Context: an optimization exercise on an open-source flow, tuned for small area and a short achievable clock period. The choices shown serve that exercise and are no tape-out recipe.

== sierra ==
==> flow/design.v (excerpt) <==
module mod_reg(
    input clk,
    input [31:0] a,
    output reg [31:0] r
    );
wire [22:0] s;
wire [20:0] rf;
integer_division_modulus M0 (.a(a), .s(s));
reg [22:0] sr;
always @(posedge clk) sr <= s;
mod_final F0 (.s(sr), .r(rf));
always @* r = {11'd0, rf};
endmodule
==> module mod_reg, before the edit <==
module mod_reg(
    input clk,
    input [31:0] a,
    output reg [31:0] r
    );
wire [22:0] s;
wire [20:0] rf;
integer_division_modulus M0 (.a(a), .s(s));
reg [22:0] sr;
always @(posedge clk) sr <= s;
mod_final F0 (.s(sr), .r(rf));
always @* r = {11'd0, rf};
endmodule
clock: 28.0 ns
lec_check: 0
cap_margin: 20
core_margin: 2
core_utilization: 40
slew_margin: 20
run.sh (not shown) runs the stock make flow with config.mk's settings and CLKGATE_MAP_FILE= SYNTH_SCRIPT=/design/flow/synth_recipe.tcl, a recipe that flattens the netlist after the stock synthesis.
--- input diff sierra..violet ---
diff --git a/flow/design.v b/flow/design.v
--- a/flow/design.v
+++ b/flow/design.v
@@ -86,8 +86,6 @@
 wire [22:0] s;
 wire [20:0] rf;
 integer_division_modulus M0 (.a(a), .s(s));
-reg [22:0] sr;
-always @(posedge clk) sr <= s;
-mod_final F0 (.s(sr), .r(rf));
-always @* r = {11'd0, rf};
+mod_final F0 (.s(s), .r(rf));
+always @(posedge clk) r <= {11'd0, rf};
 endmodule
--- outcome ---
Post-route clock period utilization: lower on sierra. violet vs sierra, HPWL reported at the end of detailed placement went up by 20%. Run comparison: violet worst hold-check path type reg2out; sierra worst hold-check path type in2reg. In the metrics for sierra and violet, the one carrying the higher fmax is sierra. Comparing cell count of the worst hold path for sierra and violet, the smaller number came from violet. Synthesized area: violet > sierra. Setup slack: violet less than sierra. violet has weighted congestion reported at the end of routability-driven placement above what sierra had. Side by side, sequential share of layout area turned out lower in violet than in sierra. violet -> sierra: setup TNS after final layout delta 0, exact match. Comparing area added between synthesis and finish for sierra and violet, the smaller number came from violet. When the final numbers for sierra and violet were put side by side, the first-pass GRT wire length turned out to be greater in violet.
No functional check of the RTL was part of any run of this note.

---

Another version of the RTL of mod_reg (not shown whole).
Size in the first run: about 540 cells after synthesis, ~23 flip-flops, roughly 65 I/O pins.
==> module mod_fold, before the edit <==
module mod_fold(input [31:0] a, output [22:0] s);
wire [3:0] t0_sel = a[31:28];
wire [19:0] t0 =
    ({20{t0_sel == 4'd1}} & 20'd635539) |
    ({20{t0_sel == 4'd2}} & 20'd36977) |
    ({20{t0_sel == 4'd3}} & 20'd672516) |
    ({20{t0_sel == 4'd4}} & 20'd73954) |
    ({20{t0_sel == 4'd5}} & 20'd709493) |
    ({20{t0_sel == 4'd6}} & 20'd110931) |
    ({20{t0_sel == 4'd7}} & 20'd746470) |
    ({20{t0_sel == 4'd8}} & 20'd147908) |
    ({20{t0_sel == 4'd9}} & 20'd783447) |
    ({20{t0_sel == 4'd10}} & 20'd184885) |
    ({20{t0_sel == 4'd11}} & 20'd820424) |
    ({20{t0_sel == 4'd12}} & 20'd221862) |
    ({20{t0_sel == 4'd13}} & 20'd857401) |
    ({20{t0_sel == 4'd14}} & 20'd258839) |
    ({20{t0_sel == 4'd15}} & 20'd894378);
wire [2:0] t1_sel = a[27:25];
wire [20:0] t1 =
    ({21{t1_sel == 3'd1}} & 21'd233705) |
    ({21{t1_sel == 3'd2}} & 21'd467410) |
    ({21{t1_sel == 3'd3}} & 21'd701115) |
    ({21{t1_sel == 3'd4}} & 21'd934820) |
    ({21{t1_sel == 3'd5}} & 21'd1168525) |
    ({21{t1_sel == 3'd6}} & 21'd168129) |
    ({21{t1_sel == 3'd7}} & 21'd401834);
wire [3:0] t2_sel = a[24:21];
wire [20:0] t2 =
    ({21{t2_sel == 4'd1}} & 21'd863051) |
    ({21{t2_sel == 4'd2}} & 21'd492001) |
    ({21{t2_sel == 4'd3}} & 21'd120951) |
    ({21{t2_sel == 4'd4}} & 21'd984002) |
    ({21{t2_sel == 4'd5}} & 21'd612952) |
    ({21{t2_sel == 4'd6}} & 21'd241902) |
    ({21{t2_sel == 4'd7}} & 21'd1104953) |
    ({21{t2_sel == 4'd8}} & 21'd733903) |
    ({21{t2_sel == 4'd9}} & 21'd362853) |
    ({21{t2_sel == 4'd10}} & 21'd1225904) |
    ({21{t2_sel == 4'd11}} & 21'd854854) |
    ({21{t2_sel == 4'd12}} & 21'd483804) |
    ({21{t2_sel == 4'd13}} & 21'd112754) |
    ({21{t2_sel == 4'd14}} & 21'd975805) |
    ({21{t2_sel == 4'd15}} & 21'd604755);
assign s = a[20:0] + t0 + t1 + t2;
endmodule
==> flow/config.mk <==
export PLATFORM = sky130hd
export DESIGN_NAME = mod_reg
export DESIGN_NICKNAME = mod_reg
export VERILOG_FILES = /design/flow/design.v
export SDC_FILE = /design/flow/constraint.sdc
export NUM_CORES = 4
export LEC_CHECK = 0
export CAP_MARGIN = 20
export CORE_MARGIN = 2
export CORE_UTILIZATION = 40
export SLEW_MARGIN = 20
==> flow/constraint.sdc <==
create_clock -name core_clock -period 28.0 [get_ports {clk}]
set_input_delay 5.6000 -clock core_clock [delete_from_list [all_inputs] [get_ports {clk}]]
set_output_delay 5.6000 -clock core_clock [all_outputs]
set_load 0.01 [all_outputs]
standard.sh (not shown) runs the stock make flow with config.mk's settings and CLKGATE_MAP_FILE= SYNTH_SCRIPT=/design/flow/synth_recipe.tcl, a recipe that flattens the netlist after the stock synthesis.
==> flow/flow/run.sh <==
#!/bin/bash
# The standard layout (standard.sh, the ORFS flow) with these changes:
#  - synthesis maps with flow/abc.script (flow/synth.tcl is synth_recipe.tcl with abc's script swapped);
#  - ports are buffered with buf_1 instead of the flow's default pick;
#  - any extra ORFS make variables listed in flow/knobs.txt (one per line).
# The make output goes to flow.log; each ORFS step keeps its own log under orfs/logs/.
set -euo pipefail
W=$PWD
sed -e "s#SYNTH_SCRIPT=[^ ]*#SYNTH_SCRIPT=$W/flow/synth.tcl#" standard.sh > my_standard.sh
export MY_ABC_SCRIPT=$W/flow/abc.script
EXTRA=()
if [[ -f flow/knobs.txt ]]; then
  while IFS= read -r line; do [[ -n "$line" ]] && EXTRA+=("$line"); done < flow/knobs.txt
fi
bash my_standard.sh "BUFFER_PORTS_ARGS=-buffer_cell sky130_fd_sc_hd__buf_1" "${EXTRA[@]}" finish > flow.log 2>&1
==> flow/flow/abc.script <==
strash
&get -n
&fraig -x
&put
scorr
dc2
dretime
strash
&get -n
&dch -f
&nf {D}
&put
buffer
upsize {D}
dnsize {D}
stime -p
==> flow/flow/synth.tcl <==
# synth_recipe.tcl with one change: abc maps with flow/abc.script (area-recovering
# mapping) instead of ORFS's speed script. Everything else is the standard synthesis.
proc synth {args} { yosys synth -nofsm -noshare {*}$args }
proc abc {args} {
  set i [lsearch -exact $args -script]
  if {$i >= 0} { lset args [expr {$i + 1}] $::env(MY_ABC_SCRIPT) }
  set i [lsearch -exact $args -D]
  if {$i >= 0} { set args [lreplace $args $i [expr {$i + 1}]] }
  if {[info exists ::env(MY_ABC_D)]} { lappend args -D $::env(MY_ABC_D) }
  yosys abc {*}$args
}
source $::env(SCRIPTS_DIR)/synth.tcl
# left out here: clear keep_hierarchy, flatten, clean up, hide names made inside functions, write 1_2_yosys.v
Then changed:
--- a/flow/design.v
+++ b/flow/design.v
@@ -14,36 +14,36 @@
     ({20{t0_sel == 4'd11}} & 20'd820424) |
     ({20{t0_sel == 4'd12}} & 20'd221862) |
     ({20{t0_sel == 4'd13}} & 20'd857401) |
     ({20{t0_sel == 4'd14}} & 20'd258839) |
     ({20{t0_sel == 4'd15}} & 20'd894378);
-wire [2:0] t1_sel = a[27:25];
+wire [3:0] t1_sel = a[27:24];
 wire [20:0] t1 =
-    ({21{t1_sel == 3'd1}} & 21'd233705) |
-    ({21{t1_sel == 3'd2}} & 21'd467410) |
-    ({21{t1_sel == 3'd3}} & 21'd701115) |
-    ({21{t1_sel == 3'd4}} & 21'd934820) |
-    ({21{t1_sel == 3'd5}} & 21'd1168525) |
-    ({21{t1_sel == 3'd6}} & 21'd168129) |
-    ({21{t1_sel == 3'd7}} & 21'd401834);
-wire [3:0] t2_sel = a[24:21];
+    ({21{t1_sel == 4'd1}} & 21'd733903) |
+    ({21{t1_sel == 4'd2}} & 21'd233705) |
+    ({21{t1_sel == 4'd3}} & 21'd967608) |
+    ({21{t1_sel == 4'd4}} & 21'd467410) |
+    ({21{t1_sel == 4'd5}} & 21'd1201313) |
+    ({21{t1_sel == 4'd6}} & 21'd701115) |
+    ({21{t1_sel == 4'd7}} & 21'd200917) |
+    ({21{t1_sel == 4'd8}} & 21'd934820) |
+    ({21{t1_sel == 4'd9}} & 21'd434622) |
+    ({21{t1_sel == 4'd10}} & 21'd1168525) |
+    ({21{t1_sel == 4'd11}} & 21'd668327) |
+    ({21{t1_sel == 4'd12}} & 21'd168129) |
+    ({21{t1_sel == 4'd13}} & 21'd902032) |
+    ({21{t1_sel == 4'd14}} & 21'd401834) |
+    ({21{t1_sel == 4'd15}} & 21'd1135737);
+wire [2:0] t2_sel = a[23:21];
 wire [20:0] t2 =
-    ({21{t2_sel == 4'd1}} & 21'd863051) |
-    ({21{t2_sel == 4'd2}} & 21'd492001) |
-    ({21{t2_sel == 4'd3}} & 21'd120951) |
-    ({21{t2_sel == 4'd4}} & 21'd984002) |
-    ({21{t2_sel == 4'd5}} & 21'd612952) |
-    ({21{t2_sel == 4'd6}} & 21'd241902) |
-    ({21{t2_sel == 4'd7}} & 21'd1104953) |
-    ({21{t2_sel == 4'd8}} & 21'd733903) |
-    ({21{t2_sel == 4'd9}} & 21'd362853) |
-    ({21{t2_sel == 4'd10}} & 21'd1225904) |
-    ({21{t2_sel == 4'd11}} & 21'd854854) |
-    ({21{t2_sel == 4'd12}} & 21'd483804) |
-    ({21{t2_sel == 4'd13}} & 21'd112754) |
-    ({21{t2_sel == 4'd14}} & 21'd975805) |
-    ({21{t2_sel == 4'd15}} & 21'd604755);
+    ({21{t2_sel == 3'd1}} & 21'd863051) |
+    ({21{t2_sel == 3'd2}} & 21'd492001) |
+    ({21{t2_sel == 3'd3}} & 21'd120951) |
+    ({21{t2_sel == 3'd4}} & 21'd984002) |
+    ({21{t2_sel == 3'd5}} & 21'd612952) |
+    ({21{t2_sel == 3'd6}} & 21'd241902) |
+    ({21{t2_sel == 3'd7}} & 21'd1104953);
 assign s = a[20:0] + t0 + t1 + t2;
 endmodule
 module mod_top(input [22:0] s, output [21:0] x);
 wire [2:0] k_sel = s[22:20];
 wire [20:0] k =
After rerunning: The new run finished with timing, DRC and antenna clean; worst hold slack gets worse by 50 ps; non-clock buffer count does not change; worst setup slack is better by 23 ps; routed wire length rises by a few percent; cell area is about the same.
No functional check of the RTL was part of any run of this note.

-- static timing again, ports no longer ideal --
No port has a modelled driver above. Below, the same layouts with a new extraction and two added sets of constraints. Step 1 (the two cells are an assumption about what drives the block):
set clk [get_ports {clk}]
set_driving_cell -lib_cell sky130_fd_sc_hd__clkbuf_16 $clk
set_driving_cell -lib_cell sky130_fd_sc_hd__buf_2 [delete_from_list [all_inputs] $clk]
Step 2 times the ports against the registers' clock, not the clock port: input delays grow and output delays shrink by t, the midpoint of the rising clock arrivals with the driver on. a / b / c = ideal ports / drivers / drivers and shift; a / b = the first two.
run	t (ns)	setup slack, ns	hold WS [ns]
sierra	0.276	16.503 / 16.512 / 16.236	6.238 / 6.232 / 6.508
violet	0.283	14.503 / 14.511 / 14.228	6.601 / 6.600 / 6.350
the first run of note 2	0.272	16.527 / 16.503 / 16.517	6.015 / 6.011 / 6.282
the second run of note 2	0.280	16.551 / 16.553 / 16.272	5.965 / 5.962 / 6.243
After both steps setup and hold are still met in every run listed. The setup slack of the second run of note 2, which loses most, moves by +0.002 ns with the drivers and by -0.279 ns with both steps.
